This is an optimization exercise on Yosys and OpenROAD, whose aim is small area, not a production implementation. At most, simulation tests tie the RTL to the original design; equivalence was not proved. No driver is modelled on the clock port, so clock power and skew are understated where the tree is cut down; a real chip needs a root buffer or a tree. Power is estimated from default activity; no workload was simulated.

==> inputs of run a <==
==> flow/design.v <==
`timescale 1ns/1ps
module axi_master (
    input  wire        ACLK,
    input  wire        ARESETN,
    input  wire        start_i,
    output wire [2:0]  awaddr,
    output reg         awvalid,
    input  wire        AWREADY,
    output wire [3:0]  wdata,
    output wire        wlast,
    output reg         wvalid,
    input  wire        WREADY,
    input  wire        BRESP1,
    input  wire        BVALID,
    output wire        bready,
    output reg  [2:0]  araddr,
    output reg         arvalid,
    input  wire        ARREADY,
    input  wire [31:0] RDATA,
    input  wire        RRESP1,
    input  wire        RLAST,
    input  wire        RVALID,
    output reg         error_reg
);
   wire rs = ARESETN & start_i;
   reg aresetn_r, aresetn_rr, aresetn_rrr;
   always @(posedge ACLK) begin
      aresetn_r   <= rs;
      aresetn_rr  <= aresetn_r;
      aresetn_rrr <= aresetn_rr;
   end
   assign bready = aresetn_r;
   reg [2:0] awaddr_r;
   reg [3:0] wcount;       
   reg [2:0] w_issue;
   reg [2:0] unread;
   reg [3:0] data_gen;
   reg       read_mismatch;
   assign awaddr = awaddr_r;
   assign wdata  = wcount[3:0];
   assign wlast  = &wcount[3:0];
   wire aw_hs = awvalid & AWREADY;
   wire wnext = wvalid & WREADY;
   wire b_hs  = aresetn_r & BVALID;
   wire ar_hs = arvalid & ARREADY;
   wire r_hs  = aresetn_r & RVALID;
   wire [2:0] aw_dist = awaddr_r - araddr;
   wire aw_throttle = aw_dist < unread;
   wire [3:0] w_sum = w_issue + unread;
   wire w_throttle  = w_sum[3];
   wire ar_throttle = unread == 3'd0;
   always @(posedge ACLK) begin
      if (!aresetn_rrr)
        awvalid <= 1'b0;
      else if (!awvalid)
        awvalid <= !aw_throttle;
      else if (AWREADY && aw_throttle)
        awvalid <= 1'b0;
      if (!aresetn_rrr)
        wvalid <= 1'b0;
      else if (!wvalid)
        wvalid <= !w_throttle;
      else if (WREADY && wlast && w_throttle)
        wvalid <= 1'b0;
   end
   always @(posedge ACLK) begin
      if (!rs) begin
         awaddr_r      <= 3'd0;
         wcount        <= 4'd0;
         w_issue       <= 3'd0;
         araddr        <= 3'd0;
         arvalid       <= 1'b0;
         unread        <= 3'd0;
         data_gen      <= 4'd0;
         read_mismatch <= 1'b0;
         error_reg     <= 1'b0;
      end else begin
         if (aw_hs)
           awaddr_r <= awaddr_r + 3'd1;
         if (wnext)
           wcount <= wcount + 4'd1;
         if (wnext && wlast && !b_hs)
           w_issue <= w_issue + 3'd1;
         else if (b_hs && !(wnext && wlast))
           w_issue <= w_issue - 3'd1;
         if (ar_hs) begin
            arvalid <= 1'b0;
            araddr  <= araddr + 3'd1;
         end else if (!ar_throttle)
           arvalid <= 1'b1;
         if (b_hs && !ar_hs)
           unread <= unread + 3'd1;
         else if (ar_hs && !b_hs)
           unread <= unread - 3'd1;
         if (r_hs)
           data_gen <= RLAST ? 4'd0 : data_gen + 4'd1;
         read_mismatch <= r_hs && (RDATA != {28'd0, data_gen});
         if (read_mismatch || (b_hs && BRESP1) || (r_hs && RRESP1))
           error_reg <= 1'b1;
      end
   end
endmodule
`timescale 1ns/1ps
module axi_master_top (
    input  wire        ACLK,
    input  wire        ARESETN,
    input  wire        start_i,
    output wire [8:0]  M_AXI_AWADDR,
    output wire        M_AXI_AWVALID,
    input  wire        M_AXI_AWREADY,
    output wire [31:0] M_AXI_WDATA,
    output wire        M_AXI_WLAST,
    output wire        M_AXI_WVALID,
    input  wire        M_AXI_WREADY,
    input  wire [1:0]  M_AXI_BRESP,
    input  wire        M_AXI_BVALID,
    output wire        M_AXI_BREADY,
    output wire [8:0]  M_AXI_ARADDR,
    output wire        M_AXI_ARVALID,
    input  wire        M_AXI_ARREADY,
    input  wire [31:0] M_AXI_RDATA,
    input  wire [1:0]  M_AXI_RRESP,
    input  wire        M_AXI_RLAST,
    input  wire        M_AXI_RVALID,
    output wire        M_AXI_RREADY,
    output wire        ERROR
);
   wire [2:0] awaddr, araddr;
   wire [3:0] wdata;
   wire       ready;
   assign M_AXI_AWADDR  = {awaddr, 6'd0};
   assign M_AXI_ARADDR  = {araddr, 6'd0};
   assign M_AXI_WDATA   = {28'd0, wdata};
   assign M_AXI_BREADY  = ready;
   assign M_AXI_RREADY  = ready;
   axi_master u_master (
      .ACLK(ACLK),
      .ARESETN(ARESETN),
      .start_i(start_i),
      .awaddr(awaddr),
      .awvalid(M_AXI_AWVALID),
      .AWREADY(M_AXI_AWREADY),
      .wdata(wdata),
      .wlast(M_AXI_WLAST),
      .wvalid(M_AXI_WVALID),
      .WREADY(M_AXI_WREADY),
      .BRESP1(M_AXI_BRESP[1]),
      .BVALID(M_AXI_BVALID),
      .bready(ready),
      .araddr(araddr),
      .arvalid(M_AXI_ARVALID),
      .ARREADY(M_AXI_ARREADY),
      .RDATA(M_AXI_RDATA),
      .RRESP1(M_AXI_RRESP[1]),
      .RLAST(M_AXI_RLAST),
      .RVALID(M_AXI_RVALID),
      .error_reg(ERROR)
   );
endmodule
==> flow/flow/run.sh <==
#!/bin/bash
# The standard layout (standard.sh) with these changes to how it is made:
#  - synthesis: the standard synthesis script, but ABC maps with an area-only
#    script (flow/area.abc) and adders are left to ABC instead of being mapped
#    to half/full-adder cells first (ADDER_MAP_FILE empty);
#  - constant outputs share the single tie cell synthesis gives them instead of
#    one tie cell per port;
#  - the port buffers are the smallest buffer, sky130_fd_sc_hd__buf_1;
#  - CTS adds no dummy loads, and its tree is then collapsed into one clock
#    buffer (flow/one_clock_buffer.tcl), then routing and the rest run as usual.
# Each step's output goes to a log file of its own here; ORFS's own logs are
# under orfs/logs.
set -euo pipefail
W=$PWD
export SKIP_REPAIR_TIE_FANOUT=1
export BUFFER_PORTS_ARGS="-buffer_cell sky130_fd_sc_hd__buf_1"
export ADDER_MAP_FILE=
export MY_ABC_SCRIPT=$W/flow/area.abc
export FLOW_SYNTH_TCL=$W/synth_recipe.tcl
export CTS_ARGS="-repair_clock_nets -dont_use_dummy_load"
sed "s#SYNTH_SCRIPT=[^ ]*#SYNTH_SCRIPT=$W/flow/synth.tcl#" standard.sh > standard_synth.sh
bash standard_synth.sh synth > synth.log 2>&1
bash standard.sh cts > place_cts.log 2>&1
R=$W/orfs/results/$FLOW_PLATFORM/axi_master_top/base
CTS_ODB=$R/4_1_cts.odb CLOCK_BUFFER_CELL=${CLOCK_BUFFER_CELL:-sky130_fd_sc_hd__clkbuf_16} \
  openroad -no_init -exit flow/one_clock_buffer.tcl > one_clock_buffer.log 2>&1
cp $R/4_1_cts.odb $R/4_cts.odb
bash standard.sh finish > route_finish.log 2>&1
==> flow/flow/area.abc <==
&get -n
&st
&deepsyn -T 60
&st
&dch -f
&nf -a -p -C 32 -A 8
&st
&dch -f
&nf -a -p -C 32 -A 8
&st
&dch -f
&nf -a -p -C 32 -A 8
&put
==> flow/flow/one_clock_buffer.tcl <==
# Collapse the clock tree CTS built (a root buffer driving leaf buffers) into
# a single buffer: the first leaf buffer is kept and driven by the clock port,
# the register clock pins of the other leaves are moved onto its output, the
# root and the other leaves are removed, the kept buffer is set to
# $::env(CLOCK_BUFFER_CELL) and placed at the centre of its sinks, and the
# placement is legalised again. All registers stay one buffer from the port.
read_db $::env(CTS_ODB)
set db [ord::get_db]
set block [ord::get_db_block]
set clknet [[$block findBTerm ACLK] getNet]
proc out_net {inst} {
  foreach it [$inst getITerms] {
    if {[$it isOutputSignal]} { return [$it getNet] }
  }
  return ""
}
set roots [$clknet getITerms]
if {[llength $roots] != 1} {
  puts "one_clock_buffer: the clock port drives [llength $roots] pins; layout left as CTS made it"
  exit 0
}
set root [[lindex $roots 0] getInst]
set rootnet [out_net $root]
set leaves {}
foreach it [$rootnet getITerms] {
  set inst [$it getInst]
  if {$inst == $root} { continue }
  if {![string match "sky130_fd_sc_hd__clkbuf_*" [[$inst getMaster] getName]]} {
    puts "one_clock_buffer: the root buffer drives [$inst getName]; layout left as CTS made it"
    exit 0
  }
  lappend leaves $inst
}
if {[llength $leaves] < 1} {
  puts "one_clock_buffer: no leaf buffers; layout left as CTS made it"
  exit 0
}
set keep [lindex $leaves 0]
set keepnet [out_net $keep]
foreach inst [lrange $leaves 1 end] {
  set leafnet [out_net $inst]
  foreach st [$leafnet getITerms] {
    if {[$st getInst] == $inst} { continue }
    $st disconnect
    $st connect $keepnet
  }
  puts "one_clock_buffer: removed [$inst getName]"
  odb::dbInst_destroy $inst
  odb::dbNet_destroy $leafnet
}
set keepin [$keep findITerm A]
$keepin disconnect
puts "one_clock_buffer: removed [$root getName]"
odb::dbInst_destroy $root
odb::dbNet_destroy $rootnet
$keepin connect $clknet
$keep swapMaster [$db findMaster $::env(CLOCK_BUFFER_CELL)]
set n 0; set sx 0; set sy 0
foreach it [$keepnet getITerms] {
  set inst [$it getInst]
  if {$inst == $keep} { continue }
  set bb [$inst getBBox]
  incr n; incr sx [expr {([$bb xMin] + [$bb xMax]) / 2}]; incr sy [expr {([$bb yMin] + [$bb yMax]) / 2}]
}
puts "one_clock_buffer: [$keep getName] ($::env(CLOCK_BUFFER_CELL)) drives $n clock pins"
$keep setLocation [expr {$sx / $n}] [expr {$sy / $n}]
$keep setPlacementStatus PLACED
detailed_placement
check_placement
write_db $::env(CTS_ODB)
==> flow/flow/synth.tcl <==
# The standard synthesis (synth_recipe.tcl) with one change: ABC maps the
# logic with flow/area.abc, an area-only script, instead of ORFS's speed script.
# Registers are untouched (ABC maps only the combinational logic).
proc abc {args} {
  set i [lsearch -exact $args -script]
  if {$i >= 0} { lset args [expr {$i + 1}] $::env(MY_ABC_SCRIPT) }
  yosys abc {*}$args
}
source $::env(FLOW_SYNTH_TCL)
==> flow/standard.sh <==
#!/bin/bash
# synth_recipe.tcl (not shown) runs the flow's synth.tcl, then flattens the netlist and writes it again
# the make line also repeats each setting of config.mk as NAME=value (left out here)
make -C /OpenROAD-flow-scripts/flow DESIGN_CONFIG=/design/flow/config.mk WORK_HOME=/design/flow/orfs CLKGATE_MAP_FILE= SYNTH_SCRIPT=/design/flow/synth_recipe.tcl "${@:-finish}"
==> flow/config.mk <==
export PLATFORM = sky130hd
export DESIGN_NAME = axi_master_top
export DESIGN_NICKNAME = axi_master_top
export VERILOG_FILES = /design/flow/design.v
export SDC_FILE = /design/flow/constraint.sdc
export NUM_CORES = 4
export LEC_CHECK = 0
export CAP_MARGIN = 20
export CORE_MARGIN = 2
export CORE_UTILIZATION = 40
export PLACE_DENSITY = 0.6
export SLEW_MARGIN = 20
==> flow/constraint.sdc <==
create_clock -name core_clock -period 5.0 [get_ports {ACLK}]
set_input_delay 1.0000 -clock core_clock [delete_from_list [all_inputs] [get_ports {ACLK}]]
set_output_delay 1.0000 -clock core_clock [all_outputs]
set_load 0.01 [all_outputs]
==> run b (differences from run a) <==
--- a/flow/design.v
+++ b/flow/design.v
@@ -32,6 +32,5 @@
    assign bready = aresetn_r;
    reg [2:0] awaddr_r;
-   reg [3:0] wcount;       
-   reg [2:0] w_issue;
+   reg [6:0] wcount;       
    reg [2:0] unread;
    reg [3:0] data_gen;
@@ -46,7 +45,7 @@
    wire r_hs  = aresetn_r & RVALID;
    wire [2:0] aw_dist = awaddr_r - araddr;
+   wire [2:0] w_dist  = wcount[6:4] - araddr;
    wire aw_throttle = aw_dist < unread;
-   wire [3:0] w_sum = w_issue + unread;
-   wire w_throttle  = w_sum[3];
+   wire w_throttle  = w_dist < unread;
    wire ar_throttle = unread == 3'd0;
    always @(posedge ACLK) begin
@@ -67,6 +66,5 @@
       if (!rs) begin
          awaddr_r      <= 3'd0;
-         wcount        <= 4'd0;
-         w_issue       <= 3'd0;
+         wcount        <= 7'd0;
          araddr        <= 3'd0;
          arvalid       <= 1'b0;
@@ -79,9 +77,5 @@
            awaddr_r <= awaddr_r + 3'd1;
          if (wnext)
-           wcount <= wcount + 4'd1;
-         if (wnext && wlast && !b_hs)
-           w_issue <= w_issue + 3'd1;
-         else if (b_hs && !(wnext && wlast))
-           w_issue <= w_issue - 3'd1;
+           wcount <= wcount + 7'd1;
          if (ar_hs) begin
             arvalid <= 1'b0;
==> flow/flow/run.sh (replaced) <==
#!/bin/bash
# The standard layout (the standard.sh: standard synthesis, floorplan, place,
# CTS, route) with three changes to how the layout is made:
#  - constant outputs share the single tie cell synthesis gives them instead of
#    one tie cell per port (each with an unused second output);
#  - the port buffers are the smallest buffer, sky130_fd_sc_hd__buf_1 (repair
#    may still resize them);
#  - optional CTS arguments from flow/cts_args.txt.
set -euo pipefail
export SKIP_REPAIR_TIE_FANOUT=1
export BUFFER_PORTS_ARGS="-buffer_cell sky130_fd_sc_hd__buf_1"
if [[ -s flow/cts_args.txt ]]; then
  export CTS_ARGS="$(cat flow/cts_args.txt)"
fi
bash standard.sh finish > standard_flow.log 2>&1
==> flow/flow/cts_args.txt (new file) <==
-repair_clock_nets -buf_list sky130_fd_sc_hd__clkbuf_4 sky130_fd_sc_hd__clkbuf_8 -root_buf sky130_fd_sc_hd__clkbuf_4 -dont_use_dummy_load
removed: flow/flow/area.abc
removed: flow/flow/one_clock_buffer.tcl
removed: flow/flow/synth.tcl
==> run c (differences from run a) <==
--- a/flow/design.v
+++ b/flow/design.v
@@ -42,7 +42,7 @@
    wire aw_hs = awvalid & AWREADY;
    wire wnext = wvalid & WREADY;
-   wire b_hs  = aresetn_r & BVALID;
+   wire b_hs  = BVALID;
    wire ar_hs = arvalid & ARREADY;
-   wire r_hs  = aresetn_r & RVALID;
+   wire r_hs  = RVALID;
    wire [2:0] aw_dist = awaddr_r - araddr;
    wire aw_throttle = aw_dist < unread;
@@ -64,4 +64,6 @@
         wvalid <= 1'b0;
    end
+   always @(posedge ACLK)
+      read_mismatch <= r_hs && (RDATA != {28'd0, data_gen});
    always @(posedge ACLK) begin
       if (!rs) begin
@@ -73,5 +75,4 @@
          unread        <= 3'd0;
          data_gen      <= 4'd0;
-         read_mismatch <= 1'b0;
          error_reg     <= 1'b0;
       end else begin
@@ -94,6 +95,5 @@
            unread <= unread - 3'd1;
          if (r_hs)
-           data_gen <= RLAST ? 4'd0 : data_gen + 4'd1;
-         read_mismatch <= r_hs && (RDATA != {28'd0, data_gen});
+           data_gen <= data_gen + 4'd1;
          if (read_mismatch || (b_hs && BRESP1) || (r_hs && RRESP1))
            error_reg <= 1'b1;
--- a/flow/flow/run.sh
+++ b/flow/flow/run.sh
@@ -23,5 +23,5 @@
 bash standard.sh cts > place_cts.log 2>&1
 R=$W/orfs/results/$FLOW_PLATFORM/axi_master_top/base
-CTS_ODB=$R/4_1_cts.odb CLOCK_BUFFER_CELL=${CLOCK_BUFFER_CELL:-sky130_fd_sc_hd__clkbuf_16} \
+CTS_ODB=$R/4_1_cts.odb CLOCK_BUFFER_CELL=${CLOCK_BUFFER_CELL:-sky130_fd_sc_hd__buf_12} \
   openroad -no_init -exit flow/one_clock_buffer.tcl > one_clock_buffer.log 2>&1
 cp $R/4_1_cts.odb $R/4_cts.odb
==> flow/flow/area.abc (replaced) <==
&get -n
&st
&b
&dc2
&dch -f
&nf -a -p -k
&st
&st
&dc2
&b
&dch
&nf -a -p
&st
&put
rewrite -z
refactor -z
&get -n
&syn2
&fraig -x
&dch -f
&nf -a
&st
&put
resub -K 8
&get -n
&fraig -x
&dch -f
&nf -p -R 1000
&put
==> run d (differences from run a) <==
--- a/flow/design.v
+++ b/flow/design.v
@@ -4,8 +4,8 @@
     input  wire        ARESETN,
     input  wire        start_i,
-    output wire [2:0]  awaddr,
+    output reg  [2:0]  awaddr,
     output reg         awvalid,
     input  wire        AWREADY,
-    output wire [3:0]  wdata,
+    output reg  [3:0]  wdata,
     output wire        wlast,
     output reg         wvalid,
@@ -31,23 +31,20 @@
    end
    assign bready = aresetn_r;
-   reg [2:0] awaddr_r;
-   reg [3:0] wcount;       
    reg [2:0] w_issue;
    reg [2:0] unread;
    reg [3:0] data_gen;
    reg       read_mismatch;
-   assign awaddr = awaddr_r;
-   assign wdata  = wcount[3:0];
-   assign wlast  = &wcount[3:0];
+   assign wlast = &wdata;
    wire aw_hs = awvalid & AWREADY;
    wire wnext = wvalid & WREADY;
+   wire wdone = wnext & wlast;
    wire b_hs  = aresetn_r & BVALID;
    wire ar_hs = arvalid & ARREADY;
    wire r_hs  = aresetn_r & RVALID;
-   wire [2:0] aw_dist = awaddr_r - araddr;
-   wire aw_throttle = aw_dist < unread;
+   wire [2:0] aw_dist = awaddr - araddr;
+   wire       aw_throttle = aw_dist < unread;
    wire [3:0] w_sum = w_issue + unread;
-   wire w_throttle  = w_sum[3];
-   wire ar_throttle = unread == 3'd0;
+   wire       w_throttle = w_sum[3];
+   wire       ar_throttle = unread == 3'd0;
    always @(posedge ACLK) begin
       if (!aresetn_rrr)
@@ -61,26 +58,26 @@
       else if (!wvalid)
         wvalid <= !w_throttle;
-      else if (WREADY && wlast && w_throttle)
+      else if (wdone && w_throttle)
         wvalid <= 1'b0;
    end
    always @(posedge ACLK) begin
       if (!rs) begin
-         awaddr_r      <= 3'd0;
-         wcount        <= 4'd0;
-         w_issue       <= 3'd0;
-         araddr        <= 3'd0;
-         arvalid       <= 1'b0;
-         unread        <= 3'd0;
-         data_gen      <= 4'd0;
+         awaddr    <= 3'd0;
+         wdata     <= 4'd0;
+         w_issue   <= 3'd0;
+         araddr    <= 3'd0;
+         arvalid   <= 1'b0;
+         unread    <= 3'd0;
+         data_gen  <= 4'd0;
          read_mismatch <= 1'b0;
-         error_reg     <= 1'b0;
+         error_reg <= 1'b0;
       end else begin
          if (aw_hs)
-           awaddr_r <= awaddr_r + 3'd1;
+           awaddr <= awaddr + 3'd1;
          if (wnext)
-           wcount <= wcount + 4'd1;
-         if (wnext && wlast && !b_hs)
+           wdata <= wdata + 4'd1;
+         if (wdone && !b_hs)
            w_issue <= w_issue + 3'd1;
-         else if (b_hs && !(wnext && wlast))
+         else if (b_hs && !wdone)
            w_issue <= w_issue - 3'd1;
          if (ar_hs) begin
--- a/flow/flow/run.sh
+++ b/flow/flow/run.sh
@@ -8,5 +8,6 @@
 #  - the port buffers are the smallest buffer, sky130_fd_sc_hd__buf_1;
 #  - CTS adds no dummy loads, and its tree is then collapsed into one clock
-#    buffer (flow/one_clock_buffer.tcl), then routing and the rest run as usual.
+#    buffer, a sky130_fd_sc_hd__buf_12 (flow/one_clock_buffer.tcl), then
+#    routing and the rest run as usual.
 # Each step's output goes to a log file of its own here; ORFS's own logs are
 # under orfs/logs.
@@ -23,5 +24,5 @@
 bash standard.sh cts > place_cts.log 2>&1
 R=$W/orfs/results/$FLOW_PLATFORM/axi_master_top/base
-CTS_ODB=$R/4_1_cts.odb CLOCK_BUFFER_CELL=${CLOCK_BUFFER_CELL:-sky130_fd_sc_hd__clkbuf_16} \
+CTS_ODB=$R/4_1_cts.odb CLOCK_BUFFER_CELL=${CLOCK_BUFFER_CELL:-sky130_fd_sc_hd__buf_12} \
   openroad -no_init -exit flow/one_clock_buffer.tcl > one_clock_buffer.log 2>&1
 cp $R/4_1_cts.odb $R/4_cts.odb
==> flow/flow/area.abc (replaced) <==
&get -n
&st
&put
drw
drf
&get -n
&synch2
&dch
&nf -p -R 1000 -C 32 -F 8
&st
&put
resub -K 8
&get -n
&dch -f
&nf -p -R 1000 -C 32 -F 8
&put
==> comparison table <==
Worst Setup EP: run b -; run c u_master.unread[0]$_SDFFE_PN0P_; run a u_master.unread[2]$_SDFFE_PN0P_; run d u_master.w_issue[2]$_SDFFE_PN0P_
Multi-input logic cell count: run b -; run c 103; run a 108; run d 104
Critical path buffer and inverter count: run b -; run c 2; run a 1; run d 1
Simple-gate portion of the synthesized area: run b 0.1670; run c 0.1634; run a 0.1924; run d 0.1712
Number of tapcells: run b -; run c 48; run a 48; run d 48
Net count after synthesis: run b 263; run c 223; run a 226; run d 223
Most utilized layer in the global route result: run b -; run c met1; run a met2; run d met2
Via count of the first global-routing pass: run b -; run c 952; run a 1061; run d 1101
Total clock network power: run b -; run c 88.6 uW; run a 89.9 uW; run d 88.9 uW
Required time reported for the critical path endpoint: run b -; run c 5020 ps; run a 5100 ps; run d 5080 ps
Run status: run b stopped before the end; run c complete, no violations; run a complete, no violations; run d complete, no violations
Stage where the flow stopped: run b clock tree synthesis; run c -; run a -; run d -
Number of clock buffer instances in the layout: run b -; run c 1; run a 1; run d 1
Mean area per synthesized cell: run b 8.593 um^2; run c 8.301 um^2; run a 8.406 um^2; run d 8.456 um^2
Die area: run b -; run c 4196 um^2; run a 4313 um^2; run d 4270 um^2
Max Clock Skew: run b -; run c 2.153 ps; run a 2.725 ps; run d 4.933 ps
Number of pins with negative max-slew slack in the final report: run b -; run c 0; run a 0; run d 0
Shortest period the worst path allows: run b -; run c 1997 ps; run a 2099 ps; run d 2389 ps
Met2 wire len: run b -; run c 1137 um; run a 1272 um; run d 1246 um
CP arrival: run b -; run c 2020 ps; run a 2200 ps; run d 2470 ps
Clock Power Share: run b -; run c 0.237; run a 0.245; run d 0.244
Clock sink total: run b -; run c 28; run a 28; run d 28
RSZ-0062 raised after global routing: run b -; run c false; run a false; run d false
Met2 global-route usage: run b -; run c 0.1830; run a 0.2096; run d 0.2474
Post-layout instance area: run b -; run c 1468 um^2; run a 1520 um^2; run d 1499 um^2
Area share of the leading cell type in the synthesized netlist: run b 0.3198; run c 0.3793; run a 0.3684; run d 0.3724
No functional check of the RTL was part of run b.

port drivers added, routing unchanged:
Ports are ideal in the flow. The routed layouts listed here were re-timed in OpenROAD.
Step 1 sets driving cells, clkbuf_16 on the clock port and buf_2 on the other inputs (assumed; they add their load-dependent delay and slew).
Step 2 times the ports against the registers' clock, not the clock port: input delays grow and output delays shrink by t, the midpoint of the rising clock arrivals with the driver on.
a / b / c = ideal / step 1 / step 2; a / b = the first two.
| run | shift t [ns] | setup WS [ns] | worst hold slack (ns) | worst setup path after step 2 |
|---|---|---|---|---|
| run a | 0.188 | 2.901 / 2.912 / 2.724 | 0.336 / 0.336 / 0.336 | input to register |
| run c | 0.171 | 3.003 / 3.017 / 2.846 | 0.338 / 0.338 / 0.338 | input to register |
| run d | 0.168 | 2.611 / 2.616 / 2.447 | 0.343 / 0.343 / 0.343 | input to register |
After both steps every run listed still meets setup and hold. For run a, which loses most, drivers alone change the setup slack by +0.011 ns; drivers and shift together by -0.177 ns.
